From an optimization exercise on the open Yosys and OpenROAD flow, aimed at small area and a short achievable clock period; shortcuts taken in it are not production practice.
Only simulation tests tie the RTL to the original design; equivalence was not proved.

[flow/design.v]
module part2#(
    parameter E = 8,		   
    parameter M = 23, 		   
    parameter BITS = 1+M+E,	   
    parameter EB = 2**(E-1)-1  
)(
	input [BITS - 1:0] X,
	input [BITS - 1:0] Y,
	output logic [BITS - 1:0] result,
	output logic zero, underflow, overflow, nan
);
	logic [E-1:0] x_exp;
	logic [E-1:0] y_exp;
	logic [M:0] x_man;
	logic [M:0] y_man;
	logic [2*M+1 :0] man_prod;
	logic [M+1:0] man_trunc;
	logic [E:0] prod_exp;
	logic [E:0] orig_exp;
	logic [M:0] man;
	logic [E:0] exp_f;
	logic sign;
	assign x_exp = X[BITS-2:M];
	assign y_exp = Y[BITS-2:M];
	assign x_man = {1'b1, X[M-1:0]};  
	assign y_man = {1'b1, Y[M-1:0]};  
	assign man_prod = x_man * y_man;
	assign man_trunc = man_prod[2*M+1:M];
	assign orig_exp = x_exp + y_exp;
	assign prod_exp = x_exp + y_exp - EB;
	assign sign = X[BITS - 1] ^ Y[BITS - 1];
	assign man = (man_trunc[M+1] == 1'b1) ? man_trunc[M:1] : man_trunc[M-1:0];
	assign exp_f = (man_trunc[M+1] == 1'b1) ? (prod_exp + 1) : (prod_exp);
	always_comb begin
		if(X[BITS-2:0] == 0 || Y[BITS-2:0] == 0 || man_prod == 0 && prod_exp == 0) 
		begin
			result[BITS-1:0] = 'b0;
			zero = 1'b1;
			underflow = 1'b0;
			overflow = 1'b0;
			nan = 1'b0;
		end
		else if(orig_exp < EB) 
		begin
			result[BITS-1:M] = 'b0;  
			result[M-1:0] = 'b1;     
			zero = 1'b0;
			underflow = 1'b1;
			overflow = 1'b0;
			nan = 1'b0;
		end
		else if(prod_exp == 2*EB+1 && man_trunc != 0) 
		begin
			result[BITS-1] = sign;
			result[BITS-2:M] = {E{1'b1}};
			result[M-1:0] = 'b0;
			zero = 1'b0;
			underflow = 1'b0;
			overflow = 1'b0;
			nan = 1'b1;
		end
		else if(prod_exp >= 2*EB+1) 
		begin
			result[BITS-1] = sign;
			result[BITS-2:M] = {E{1'b1}};
			result[M-1:0] = 'b0;
			zero = 1'b0;
			underflow = 1'b0;
			overflow = 1'b1;
			nan = 1'b0;
		end
		else begin
			result[M-1:0] = man;
			result[BITS-2:M] = exp_f;
			result[BITS-1] = sign;
			zero = 1'b0;
			underflow = 1'b0;
			overflow = 1'b0;
			nan = 1'b0;
		end
	end
endmodule
module fpmul (
	input             clk,
	input      [31:0] X,
	input      [31:0] Y,
	output reg [31:0] result,
	output reg        zero,
	output reg        underflow,
	output reg        overflow,
	output reg        nan
);
	reg  [31:0] x_q, y_q;
	wire [31:0] r;
	wire        z, u, o, n;
	part2 #(.E(8), .M(23)) mult (
		.X(x_q), .Y(y_q), .result(r),
		.zero(z), .underflow(u), .overflow(o), .nan(n)
	);
	always @(posedge clk) begin
		x_q       <= X;
		y_q       <= Y;
		result    <= r;
		zero      <= z;
		underflow <= u;
		overflow  <= o;
		nan       <= n;
	end
endmodule
[flow/run.sh]
#!/bin/bash
# synth_recipe.tcl (not shown) runs the flow's synth.tcl, then flattens the netlist and writes it again
# the make line also repeats each setting of config.mk as NAME=value (left out here)
make -C /OpenROAD-flow-scripts/flow DESIGN_CONFIG=/design/flow/config.mk WORK_HOME=/design/flow/orfs CLKGATE_MAP_FILE= SYNTH_SCRIPT=/design/flow/synth_recipe.tcl finish
[flow/config.mk]
export PLATFORM = sky130hd
export DESIGN_NAME = fpmul
export DESIGN_NICKNAME = fpmul
export VERILOG_FILES = /design/flow/design.v
export SDC_FILE = /design/flow/constraint.sdc
export NUM_CORES = 4
export LEC_CHECK = 0
export CAP_MARGIN = 20
export CORE_MARGIN = 2
export CORE_UTILIZATION = 40
export SLEW_MARGIN = 20
[flow/constraint.sdc]
create_clock -name core_clock -period 8.0 [get_ports {clk}]
set_input_delay 1.6000 -clock core_clock [delete_from_list [all_inputs] [get_ports {clk}]]
set_output_delay 1.6000 -clock core_clock [all_outputs]
set_load 0.01 [all_outputs]
==> results.txt <==
-- cell type report --
cell class              count  area, µm²
multi-input cells        1773      18300
well taps                 756        946
flip-flops and latches    100       2070
fillers                  5484      30300
clock buffers               9        225
clock inverters             7       90.1
repair buffers            256       2320
inverters                 604       2280
-- registers in the layout, indices dropped and copies added (netlist names) --
| register | cells |
|---|---|
| nan | 1 |
| overflow | 1 |
| result | 32 |
| underflow | 1 |
| x_q | 32 |
| y_q | 32 |
| zero | 1 |
-- Yosys cell counts (all sizes together) (3+ instances only) --
library cell / count / share of area (%)
inv: 601 / 9.9
fa: 490 / 43
nand2: 345 / 5.7
and2: 244 / 6.7
ha: 191 / 10
clkbuf: 101 / 1.7
dfxtp: 100 / 8.8
nor2: 96 / 1.6
a21oi: 82 / 1.9
o21ai: 44 / 0.98
xnor2: 29 / 1.1
nor3: 27 / 0.59
nand4: 23 / 0.63
nor4: 22 / 0.63
xor2: 21 / 0.80
a21o: 15 / 0.49
buf: 14 / 0.34
nand3: 13 / 0.31
a31oi: 11 / 0.30
and3: 10 / 0.27
a211oi: 9 / 0.39
o211ai: 9 / 0.30
o21a: 8 / 0.26
a311oi: 7 / 0.27
and4: 6 / 0.23
mux2i: 6 / 0.26
nor2b: 6 / 0.16
nand2b: 5 / 0.14
o21bai: 5 / 0.16
o31ai: 4 / 0.15
a221oi: 3 / 0.22
clkinv: 3 / 0.049
o221ai: 3 / 0.11
o22ai: 3 / 0.082
o31a: 3 / 0.11
or3: 3 / 0.082
or4: 3 / 0.098
-- critical path: cells and delay by family, from the launching register on --
kind	cells	cell delay (ps)
buffers and inverters	7	740
AND/OR/NAND/NOR	7	1860
adder cells (fa/ha/maj)	8	3870
AO/OA/AOI/OAI	3	720
flip-flops	1	400
-- routing by layer --
layer | up-vias | track usage [%] | wire length, µm | part of all wire [%]
li1 | 8060 | - | - | -
met3 | 80 | 4.16 | 4290 | 6.3
met1 | 8901 | 34.3 | 31000 | 45
met2 | 557 | 38.2 | 31400 | 46
met5 | - | 0 | 0 | 0
met4 | 0 | 7.04 | 1710 | 2.5
-- path summary, 6_finish.rpt --
kind	start	endpoint	slack, ps
setup / recovery	x_q[6]$_DFF_P_	result[24]$_SDFF_PP0_	210
hold / removal	y_q[31]$_DFF_P_	result[31]$_SDFF_PP0_	630
setup reg to reg	x_q[6]$_DFF_P_	result[24]$_SDFF_PP0_	210
hold reg to reg	y_q[31]$_DFF_P_	result[31]$_SDFF_PP0_	630
-- kinds of logic after synthesis --
logic type	count (synthesis)
AND/OR/NAND/NOR	814
multiplexers	7
AO/OA/AOI/OAI	221
buffers and inverters	719
adder cells (fa/ha/maj)	681
flip-flops	100
XOR/XNOR	50
-- timing repair --
| action | 4_1_cts | 5_1_grt |
|---|---|---|
| gates resized for setup | 19 | 68 |
| cloned | 0 | 2 |
| buffers inserted | 2 | 8 |
| pin swaps | 1 | 12 |
| endpoints found under the setup margin | 8 | 8 |
| hold buffers | 0 | 0 |
-- metrics by stage --
step / utilization [%] / instances
2_1_floorplan: - / 2592
3_3_place_gp: 45.2 / 3477
3_5_place_dp: 45.2 / 3477
4_1_cts: 45.9 / 3495
5_1_grt: 46.4 / 3505
6_report: 46.4 / 3505
==> summary.md <==
| Metric | Value |
|---|---|
| Vias per inst | `5.02` |
| Die footprint | `0.0591 mm²` |
| Yosys reg bits | `100` |
| Relative slew margins | `42.2%` |
| GRT overflow | `0` |
| Synth cell types | `74` |
| Yosys warning total | `2` |
| Critical path type | `flop to flop` |
| Num ports | `101` |
| Clock skew | `33.2 ps` |
| HPWL Detailed | `58900 µm` |
| Fin. Hold Viols | `0` |
| Initial core utilization | `40.5%` |
| Initial antenna violation count | `0` |
| Reg2reg path depth | `25` |
| First-pass GRT wire length | `110000 µm` |
| Clk buf depth | `2` |
| Commonest non-fill, non-tap cell in the layout | `inv_1` |
| Design area | `0.0262 mm²` |
| Clock latency on the worst-skew pair | `440 ps` |
| Most common flop cell mapped by yosys | `dfxtp_1` |
| Smallest hold slack | `635 ps` |
| Post-synthesis cell count | `2592` |
| Largest family of logic cells by synthesized area | `adder cells` |
| Simple-Gate Fraction of Synth Area | `17.4%` |
| Worst Path Max Fanout | `8` |
| Root Driver | `clkbuf_16` |
| Xor/xnor share of the synthesized area | `1.95%` |
| Post-synth EDFFs | `0` |
| Final setup fails | `0` |
| WP data arrival | `8030 ps` |
| Adder-cell share of the synthesized area | `53.3%` |
| Area grow syn2layout | `14.6%` |
| Row count | `87` |
| Place WS | `-81.9 ps` |
| CTS tree | `yes` |
| Asr flop ratio synth | `0%` |
| Die Height | `243 µm` |
| Initial DRC count | `1067` |
| Syn Std Cell Area | `0.0229 mm²` |
| Num CTS Buffers | `9` |
| Hold Path Stages | `2` |
| Ant. Diodes | `0` |
| DRC Markers | `0` |
| GPL Wtd Cong | `0.920` |
| Mux share of post-synthesis cell area | `0.312%` |
| Worst Hold Class | `flop to flop` |
| Via count | `17598` |
| Final worst path period share | `97.3%` |
| Worst-path clk slew | `90 ps` |
| Crit. End Element | `flop` |
| CORE AREA | `0.0565 mm²` |
| Status | `timing/DRC/antenna clean` |
| PortBufs | `100` |
| H-tree levels | `3` |
| Synth Area per Inst | `8.83 µm²` |
| Final worst path period need | `7790 ps` |
| Sequential cell area fraction in the yosys report | `8.75%` |
| TNS Setup | `0 ps` |
| Compound-Gate Fraction of Synth Area | `6.32%` |
| Worst Tran Pin Value | `859 ps` |
| Max_cap viols | `0` |
| WL/cell | `19.5 µm` |
| Setup WS post-layout | `215 ps` |
| Total wire length | `68400 µm` |
| Vias in the first global route | `19192` |
| Synth Net Count | `3338` |
| Slowest cell delay on critical path | `630 ps` |
| Total track usage | `24.3%` |
| ANT nets after route | `0` |
| Critical path launch point type | `flop` |
| Largest net degree at the start of global routing | `30` |
| Slowest-stage cell, CP | `fa_1` |
| Commonest cells after routing, fill and taps aside | `inv_1, fa_1, nand2_1` |
| TritonRoute pass-1 iters | `5` |
| Crit path required time | `8240 ps` |
| DP Area | `0.0255 mm²` |
| Net count, final | `3490` |
| Cell repeated most along the worst path | `fa_1` |
| CTS Sinks | `100` |
| Layout cells sized above 1 | `9.13%` |
| Die W | `243 µm` |
| Final Max Slew Viols | `0` |
| Fmax | `0.128 GHz` |

## what the ideal ports hide
No port has a modelled driver above. Below, the same layout with a new extraction and two added sets of constraints.
Step 1, drivers: a clkbuf_16 drives clk and a buf_2 each remaining input, both assumed.
Step 2, shift: input delay + t, output delay - t, t = (earliest + latest rising clock arrival at the registers) / 2. This alone moves slack from input paths to output paths.
Slacks: no drivers / after step 1 / after step 2; pairs: no drivers / after step 1.
t, ns: 0.477
slack for setup (ns): 0.215 / 0.215 / 0.215
worst setup path at the end: register to register
latest minus earliest clock arrival (ns): 0.035 / 0.035
After both steps setup and hold are still met in this run. For this run, drivers alone change the setup slack by 0.000 ns; drivers and shift together by 0.000 ns.
